What follows belongs to an exercise in optimizing a design on an open flow for small area and few clock cycles; a production flow would make more cautious choices.
The RTL was checked by simulation tests, not by an equivalence proof against the original design.
Power and IR drop assume default switching activity.

==> design/flow/design.v <==
module rf_aoi3(s, d, y);
    input [2:0] s;
    input [2:0] d;
    output y;
    assign y = ~((s[0] & d[0]) | (s[1] & d[1]) | (s[2] & d[2]));
endmodule
module rf_read(sel, q, y);
    input [31:1] sel;
    input [32*31-1:0] q;    
    output [31:0] y;
    genvar b, g;
    generate
        for (b = 0; b < 32; b = b + 1) begin : bt
            wire [10:0] n;
            for (g = 0; g < 10; g = g + 1) begin : grp
                rf_aoi3 a(.s(sel[3*g+3:3*g+1]),
                          .d({q[32*(3*g+2)+b], q[32*(3*g+1)+b], q[32*(3*g)+b]}),
                          .y(n[g]));
            end
            assign n[10] = ~(sel[31] & q[32*30+b]);
            assign y[b] = ~&n;
        end
    endgenerate
endmodule
module pipeline_top(clk,rst,imem_addr,imem_rdata,dmem_addr,dmem_wdata,dmem_wstrb,dmem_rdata);
    input clk,rst;
    output [31:0] imem_addr;
    input [31:0] imem_rdata;
    output [31:0] dmem_addr,dmem_wdata;
    output [3:0] dmem_wstrb;
    input [31:0] dmem_rdata;
    reg [31:2] pc;
    assign imem_addr = {pc, 2'b00};
    wire [31:0] ins = imem_rdata;
    wire [2:0] f3 = ins[14:12];
    wire is_load   = ~ins[6] & ~ins[5] & ~ins[4];
    wire is_opimm  = ~ins[6] & ~ins[5] &  ins[4];
    wire is_store  = ~ins[6] &  ins[5] & ~ins[4];
    wire is_op     = ~ins[6] &  ins[5] &  ins[4];
    wire is_branch =  ins[6] & ~ins[2];
    wire is_jalr   =  ins[6] &  ins[2] & ~ins[3];
    wire is_jal    =  ins[6] &  ins[3];
    wire is_alu    = ~ins[6] & ins[4];           
    wire [31:0] rs1, rs2, wb;
    wire reg_we = rst & ~is_store & ~is_branch;
    wire [4:0] ra1 = ins[19:15], ra2 = ins[24:20], wa = ins[11:7];
    wire [32*31-1:0] rq;
    wire [31:1] sel1, sel2;
    genvar g;
    generate
        for (g = 1; g < 32; g = g + 1) begin : r
            reg [31:0] x;
            always @(posedge clk)
                if (reg_we && wa == g)
                    x <= wb;
            assign rq[32*(g-1) +: 32] = x;
            assign sel1[g] = (ra1 == g);
            assign sel2[g] = (ra2 == g);
        end
    endgenerate
    rf_read rd1 (.sel(sel1), .q(rq), .y(rs1));
    rf_read rd2 (.sel(sel2), .q(rq), .y(rs2));
    wire [31:0] imm_is = {{21{ins[31]}}, ins[30:25], is_store ? ins[11:7] : ins[24:20]};
    wire use_rs2 = is_op | is_branch;
    wire [31:0] b = use_rs2 ? rs2 : imm_is;
    wire sub = is_branch | (is_alu & (f3[1] & ~f3[2])) | (is_op & ins[30] & (f3 == 3'b000));
    wire [31:0] bx = sub ? ~b : b;
    wire [32:0] sum = {1'b0, rs1} + {1'b0, bx} + {32'd0, sub};
    wire ltu = ~sum[32];
    wire lt = (rs1[31] ^ b[31]) ? rs1[31] : sum[31];
    wire [31:0] x_xor = rs1 ^ b;
    wire eq = ~|x_xor;
    wire shl = ~f3[2];
    reg [31:0] a_rev, s_rev;
    integer k;
    always @(*) for (k = 0; k < 32; k = k + 1) a_rev[k] = rs1[31-k];
    wire [31:0] sh_in = shl ? a_rev : rs1;
    wire fill = ins[30] & rs1[31] & f3[2];
    wire [32:0] sh_full = $signed({fill, sh_in}) >>> b[4:0];
    wire [31:0] sh_out = sh_full[31:0];
    always @(*) for (k = 0; k < 32; k = k + 1) s_rev[k] = sh_out[31-k];
    wire [31:0] shifted = shl ? s_rev : sh_out;
    reg [31:0] alu;
    always @(*) begin
        case (f3)
            3'b000: alu = sum[31:0];
            3'b001: alu = shifted;
            3'b010: alu = {31'd0, lt};
            3'b011: alu = {31'd0, ltu};
            3'b100: alu = x_xor;
            3'b101: alu = shifted;
            3'b110: alu = rs1 | b;
            default: alu = rs1 & b;
        endcase
    end
    wire [1:0] ba = sum[1:0];
    assign dmem_addr = sum[31:0];
    assign dmem_wdata = {
        f3[1] ? rs2[31:24] : (f3[0] ? rs2[15:8] : rs2[7:0]),
        f3[1] ? rs2[23:16] : rs2[7:0],
        (f3[1] | f3[0]) ? rs2[15:8] : rs2[7:0],
        rs2[7:0]};
    wire [3:0] strb = f3[1] ? 4'b1111 :
                      f3[0] ? (ba[1] ? 4'b1100 : 4'b0011) :
                      (4'b0001 << ba);
    assign dmem_wstrb = (rst & is_store) ? strb : 4'b0000;
    wire [7:0] lbyte = ba[1] ? (ba[0] ? dmem_rdata[31:24] : dmem_rdata[23:16])
                             : (ba[0] ? dmem_rdata[15:8]  : dmem_rdata[7:0]);
    wire [7:0] lhigh = ba[1] ? dmem_rdata[31:24] : dmem_rdata[15:8];
    wire lsign = ~f3[2] & (f3[0] ? lhigh[7] : lbyte[7]);
    wire [31:0] ldata = f3[1] ? dmem_rdata :
                        {{16{lsign}}, f3[0] ? lhigh : {8{lsign}}, lbyte};
    wire [31:2] pc_inc = pc + 30'd1;
    wire [31:2] imm_bj = {{12{ins[31]}}, is_jal ? ins[19:12] : {8{ins[31]}},
                          is_jal ? ins[20] : ins[7], ins[30:25],
                          is_jal ? ins[24:22] : ins[11:9]};
    wire [31:2] pc_tgt = pc + imm_bj;
    wire cond = f3[0] ^ (f3[2] ? (f3[1] ? ltu : lt) : eq);
    wire [31:2] pc_next = is_jalr ? sum[31:2] :
                          (is_jal | (is_branch & cond)) ? pc_tgt : pc_inc;
    assign wb = ins[6] ? {pc_inc, 2'b00} : is_load ? ldata : alu;
    always @(posedge clk or negedge rst) begin
        if (!rst)
            pc <= 30'd0;
        else
            pc <= pc_next;
    end
endmodule
==> design/flow/run.sh <==
#!/bin/bash
# synth_recipe.tcl (not shown) runs the flow's synth.tcl, then flattens the netlist and writes it again
# the make line also repeats each setting of config.mk as NAME=value (left out here)
make -C /OpenROAD-flow-scripts/flow DESIGN_CONFIG=/design/flow/config.mk WORK_HOME=/design/flow/orfs CLKGATE_MAP_FILE= SYNTH_SCRIPT=/design/flow/synth_recipe.tcl finish
==> design/flow/config.mk <==
export PLATFORM = sky130hd
export DESIGN_NAME = pipeline_top
export DESIGN_NICKNAME = pipeline_top
export VERILOG_FILES = /design/flow/design.v
export SDC_FILE = /design/flow/constraint.sdc
export NUM_CORES = 4
export LEC_CHECK = 0
export CAP_MARGIN = 20
export CORE_MARGIN = 2
export CORE_UTILIZATION = 40
export SLEW_MARGIN = 20
export SYNTH_HIERARCHICAL = 1
export SYNTH_MINIMUM_KEEP_SIZE = 0
==> design/flow/constraint.sdc <==
create_clock -name core_clock -period 10.0 [get_ports {clk}]
set_input_delay 2.0000 -clock core_clock [delete_from_list [all_inputs] [get_ports {clk}]]
set_output_delay 2.0000 -clock core_clock [all_outputs]
set_load 0.01 [all_outputs]
==> run notes <==
RUN STATUS
--------------------------------------------------------------------------------------
Result of the run                                                         failed layout checks
Layout check faults                                                       setup timing

YOSYS
--------------------------------------------------------------------------------------
Post-Synth XOR/XNOR Area                                                         1.99%
Predominant post-synthesis flop cell                                          edfxtp_1
Largest cells by area after synthesis                                     edfxtp_1 (58%), a222oi_1 (13%), ha_1 (3.1%), nand2_1 (1.8%), nand4_1 (1.8%)
Synth area leader                                                             edfxtp_1
Synthesis-stage register bit count                                               1,022
Number of flops mapped to enable cells by yosys                                    992
Simple-gate area share of the yosys netlist                                      7.76%
Synthesized netlist cell count                                                   3,793
Largest family of logic cells by synthesized area                         compound AO/OA/AOI/OAI gates
Fraction of synthesis flops using an asynchronous set or reset pin               2.94%
Post-synthesis instance area                                                51,000 um2
Adder and majority gate portion of the synthesized area                          3.17%
Area share of the leading cell type in the synthesized netlist                   58.4%
Post-synthesis compound-gate area fraction                                       22.2%
Fraction of synthesized area in multiplexers                                     3.02%
Seq/Total Area, Yosys                                                            59.9%
Number of distinct standard cells referenced by the synthesized netlist             98
Warnings from Yosys                                                                  7
Mean instance size in the synthesized netlist                                 13.5 um2

WORST SETUP PATH
--------------------------------------------------------------------------------------
Maximum fanout count along the critical path                                         6
Slowest stage cell on the critical path                                   clkdlybuf4s50_1
Data arrival, critical path                                                    8.03 ns
Critical path, cell by cell                                               clkdlybuf4s50_1 -> buf_12 -> nor2b_1 -> and4b_2 -> buf_4 -> buf_12 -> a222oi_1 -> nand4_1 -> buf_4 -> a2111o_1 -> mux2i_1 -> xnor2_1 -> ha_1 -> a21oi_1 -> o21ai_1 -> buf_4 -> a311o_1 -> o2bb2ai_1 -> or2_2 -> nor3_1 -> xnor2_1 -> clkdlybuf4s50_1
Class of the most critical setup path                                        in -> out
Reg2Reg Setup Slack                                                            3.93 ns
Data required, critical path                                                   8.00 ns
Most common cell type on the critical path                                       buf_4
Largest stage delay, worst path                                                0.63 ns
Kind of end point of the critical path                                      output pin
CP Launch Type                                                              input port
Bufs and invs on worst path                                                          7
Gate family responsible for the most delay along the worst path           buffers and inverters

ROUTING
--------------------------------------------------------------------------------------
Routed vias/inst                                                                  7.09
First-pass iteration count of the detailed router                                   13
Count of nets left with antenna violations after detail routing                      0
Residual DRC                                                                         0
Number of DRC violations after detailed-routing iteration 0                     10,100
Vias after detailed routing                                                     44,500
Final wirelength                                                                228 mm
Avg WL per Cell                                                                36.2 um

CLOCK NETWORK
--------------------------------------------------------------------------------------
H-Tree Depth                                                                         3
CTS Root Cell                                                                clkbuf_16
Clock tree from TritonCTS                                                          yes
Total number of clock tree sinks                                                 1,022
Hold_buf cts                                                                         0
Worst-Skew Late Latency                                                        0.76 ns
CTS buffer count                                                                   104
Buffers from clock root to sink, at most                                             3
Clk pin slew, worst setup/hold paths                                           0.06 ns

FINAL LAYOUT
--------------------------------------------------------------------------------------
Proportion of layout cells with a drive suffix above 1                           21.5%
Total area of multi-input combinational cells                               20,500 um2
Filler cell count in the final layout                                           10,900
Area added between synthesis and finish                                          24.6%
Final net count                                                                  4,722
Storage cell area                                                           30,500 um2
Post-route core utilization                                                      50.1%

STA
--------------------------------------------------------------------------------------
Min Clock Period, post-route                                                  10.03 ns
Final setup violation count                                                          1
Hold_ws                                                                       0.765 ns
Worst-case setup margin in the final layout                                 -0.0277 ns
Max-slew violation total from the final report                                       0
RSZ-0062 raised after global routing                                              true
Worst clock skew on the final layout                                         0.0644 ns
Slew at the pin closest to its max-slew limit                                  1.20 ns
Max transition margin                                                            20.0%
Final Hold Fails                                                                     0
Final Cycle Share                                                                 100%
Fmax                                                                          99.7 MHz

POWER AND IR DROP
--------------------------------------------------------------------------------------
Logic pwr share                                                                  32.4%
Flop pwr share                                                                   38.8%
Switching power                                                                4.64 mW
Peak supply drop                                                              0.150 mV
Int Power                                                                      9.06 mW
Share of total power consumed by net switching                                   33.9%
Pwr Density                                                                 215 nW/um2
Total power consumption of the routed design                                   13.7 mW
Clock Power Share                                                                28.8%
Leakage                                                                        22.5 nW

GRT
--------------------------------------------------------------------------------------
Largest net degree at the start of global routing                                   61
Global-route wire length before repair                                          314 mm
Grt ovf                                                                              0
Number of global-route vias before repair                                       41,700
Total Routing Usage GR                                                           33.7%
Number of antenna violations at the first check in global routing                    7

HOLD PATH
--------------------------------------------------------------------------------------
Tightest Hold Check Type                                                    reg -> reg

FLOORPLANNING
--------------------------------------------------------------------------------------
Die width                                                                       361 um
Floorplan row count                                                                131
Vertical extent of the die                                                      361 um
Core footprint                                                             127,000 um2
Number of primary I/O pins                                                         166
Initial standard-cell utilization of the core                                    40.2%
Die ar.                                                                    130,000 um2

PLACEMENT
--------------------------------------------------------------------------------------
Pre-CTS setup slack                                                          -0.246 ns
Input/output buffers                                                               161
Final GP Congestion                                                               1.04
Post-DP HPWL                                                                    163 mm

FLOW RUN
--------------------------------------------------------------------------------------
Number of max-capacitance violations reported                                        0

-- final timing paths --
check / from / endpoint / cells after the start
min: pc[12] / pc[12] / 3
min in group asynchronous: rst / pc[27] / 2
max reg2reg: r[22].x[31] / pc[29] / 13
max: imem_rdata[20] / dmem_addr[19] / 22
max in group asynchronous: rst / pc[2] / 2
min reg2reg: pc[12] / pc[12] / 3
-- cell type report --
| type | count | area share, % |
|---|---|---|
| diodes | 3 | 0.0118 |
| clock buffers | 122 | 4.20 |
| clock inverters | 72 | 1.24 |
| inverters | 99 | 0.588 |
| multi-input cells | 2530 | 32.2 |
| flip-flops and latches | 1022 | 48.0 |
| well taps | 1662 | 3.27 |
| repair buffers | 771 | 10.5 |
-- synth_stat cells, types with 7 or more instances --
| master | n |
|---|---|
| edfxtp_1 | 992 |
| a222oi_1 | 643 |
| nand2_1 | 245 |
| nor2_1 | 185 |
| a21oi_1 | 179 |
| nand4_1 | 146 |
| o21ai_0 | 133 |
| ha_1 | 126 |
| clkbuf_1 | 93 |
| inv_1 | 93 |
| xnor2_1 | 82 |
| mux2i_1 | 78 |
| a2111o_1 | 65 |
| nand3_1 | 62 |
| a21o_1 | 47 |
| mux2_2 | 40 |
| nor3_1 | 39 |
| a31oi_1 | 36 |
| xor2_1 | 31 |
| a211oi_1 | 30 |
| dfrtp_1 | 30 |
| buf_1 | 25 |
| a221oi_1 | 21 |
| nor4_1 | 21 |
| o211ai_1 | 21 |
| nand2b_1 | 20 |
| and3_1 | 18 |
| buf_2 | 15 |
| and2_1 | 14 |
| mux4_2 | 13 |
| o21a_1 | 13 |
| o221ai_1 | 13 |
| o31ai_1 | 13 |
| a22oi_1 | 11 |
| o21bai_1 | 10 |
| a221o_1 | 9 |
| a22o_1 | 9 |
| nor2b_1 | 9 |
| o22ai_1 | 9 |
| a21boi_0 | 8 |
| nand3b_1 | 8 |
| or3_1 | 8 |
| a211o_1 | 7 |
| buf_6 | 7 |
-- logic make-up (layout without fill, tap and decap cells) --
logic type	after synthesis	count (layout)
buffers and inverters	243	1064
adders and majority gates	128	128
other	1	5
and+or+nand+nor	808	809
xor gates and xnor gates	114	114
DFF	1022	1022
AOI/OAI and AO/OA	1345	1345
muxes	132	132
-- routing by layer --
| layer | vias to the layer above | GRT usage [%] | routed length (um) |
|---|---|---|---|
| li1 | 18300 | - | - |
| met1 | 22100 | 43.5 | 81800 |
| met2 | 3512 | 51.5 | 99800 |
| met3 | 543 | 7.69 | 29300 |
| met4 | 6 | 20.7 | 16500 |
| met5 | - | 0 | 95 |
-- modules after synthesis, one instance, submodules excluded --
module,flip-flops and latches,cells inside,copies in the design,cell area [um2]
pipeline_top,1022,2891,1,42800
rf_read,0,131,2,915
rf_aoi3,0,1,640,10.0
-- layout by cell type (no fill, tap or decap), types with 20 or more instances in the layout --
cell / instances
a31oi_1: 32
a2111o_1: 65
edfxtp_1: 992
buf_4: 568
nand4_1: 146
a211oi_1: 30
nand3_1: 61
a222oi_1: 643
clkbuf_16: 104
nor2_4: 67
mux2_2: 40
clkinv_1: 33
dfrtp_1: 30
nand2_1: 244
buf_12: 38
inv_1: 93
o21ai_0: 121
xor2_1: 31
nor2_1: 111
nor3_1: 25
a221oi_1: 20
o211ai_1: 21
ha_1: 125
a21o_1: 47
clkdlybuf4s50_1: 148
a21oi_1: 172
mux2i_1: 74
xnor2_1: 81
-- worst register-to-register path, stage by stage (launching register included) --
cell and delay (ns):
edfxtp_1 0.39, a222oi_1 0.38, nand4_1 0.51, a2111o_1 0.65, a21oi_1 0.56, ha_1 0.46
nor4_1 0.46, nand4_1 0.22, nor4_1 0.40, a22oi_1 0.15, a41oi_1 0.59, a31o_2 0.67
nor2_1 0.19, a221o_1 0.35
-- power groups by stage --
stage	logic (mW)	clock network (mW)	registers, mW
after detailed placement	4.28	0	5.40
after CTS	4.31	3.97	5.31
after global placement	4.26	0	5.40
final	4.44	3.94	5.31
after floorplan	1.98	0	5.39
after global routing	4.61	4.16	5.32
-- through the flow --
| stage | setup TNS, ns | instances | instance area (um2) |
|---|---|---|---|
| 6_report | -0.0277 | 6281 | 63600 |
| 5_1_grt | -0.303 | 6278 | 63600 |
| 4_1_cts | 0 | 6265 | 63400 |
| 3_5_place_dp | -0.876 | 6063 | 59800 |
| 3_3_place_gp | -1.20 | 6055 | 59600 |
| 2_1_floorplan | 0 | 3794 | 51100 |
-- flip-flops by register name, indices dropped and copies added, names as in the netlist --
signal,cells
r.x,992
pc,30
-- repair_timing --
action	in CTS	in global routing
pin swaps	10	21
setup endpoints to repair	10	14
endpoints found under the hold margin	0	0
buffers inserted	8	12
cloned	0	1
gates resized for setup	12	24
Testbench counts, summed over its fixed seeds: cycles 25,674.

[port drivers added, routing unchanged]
No port has a modelled driver above. Below, the same layout with a new extraction and two added sets of constraints.
Step 1, drivers: a clkbuf_16 drives clk and a buf_2 each remaining input, both assumed.
Step 2 moves the port delays by t, midway between the first and last clock arrival at a register: inputs arrive t later, outputs are due t later. That takes back most of the time a late clock gives input paths.
Three values: no drivers, after step 1, after step 2; two values: the first two.
shift t [ns]: 0.805
slack for setup (ns): -0.028 / -0.051 / -0.051
worst setup path at the end: input to output
slew at the worst register clock pin (ns): 0.07 / 0.07
cell pins on the clock port's net: 1
The setup slack of this run moves by -0.023 ns with the drivers and by -0.023 ns with both steps.
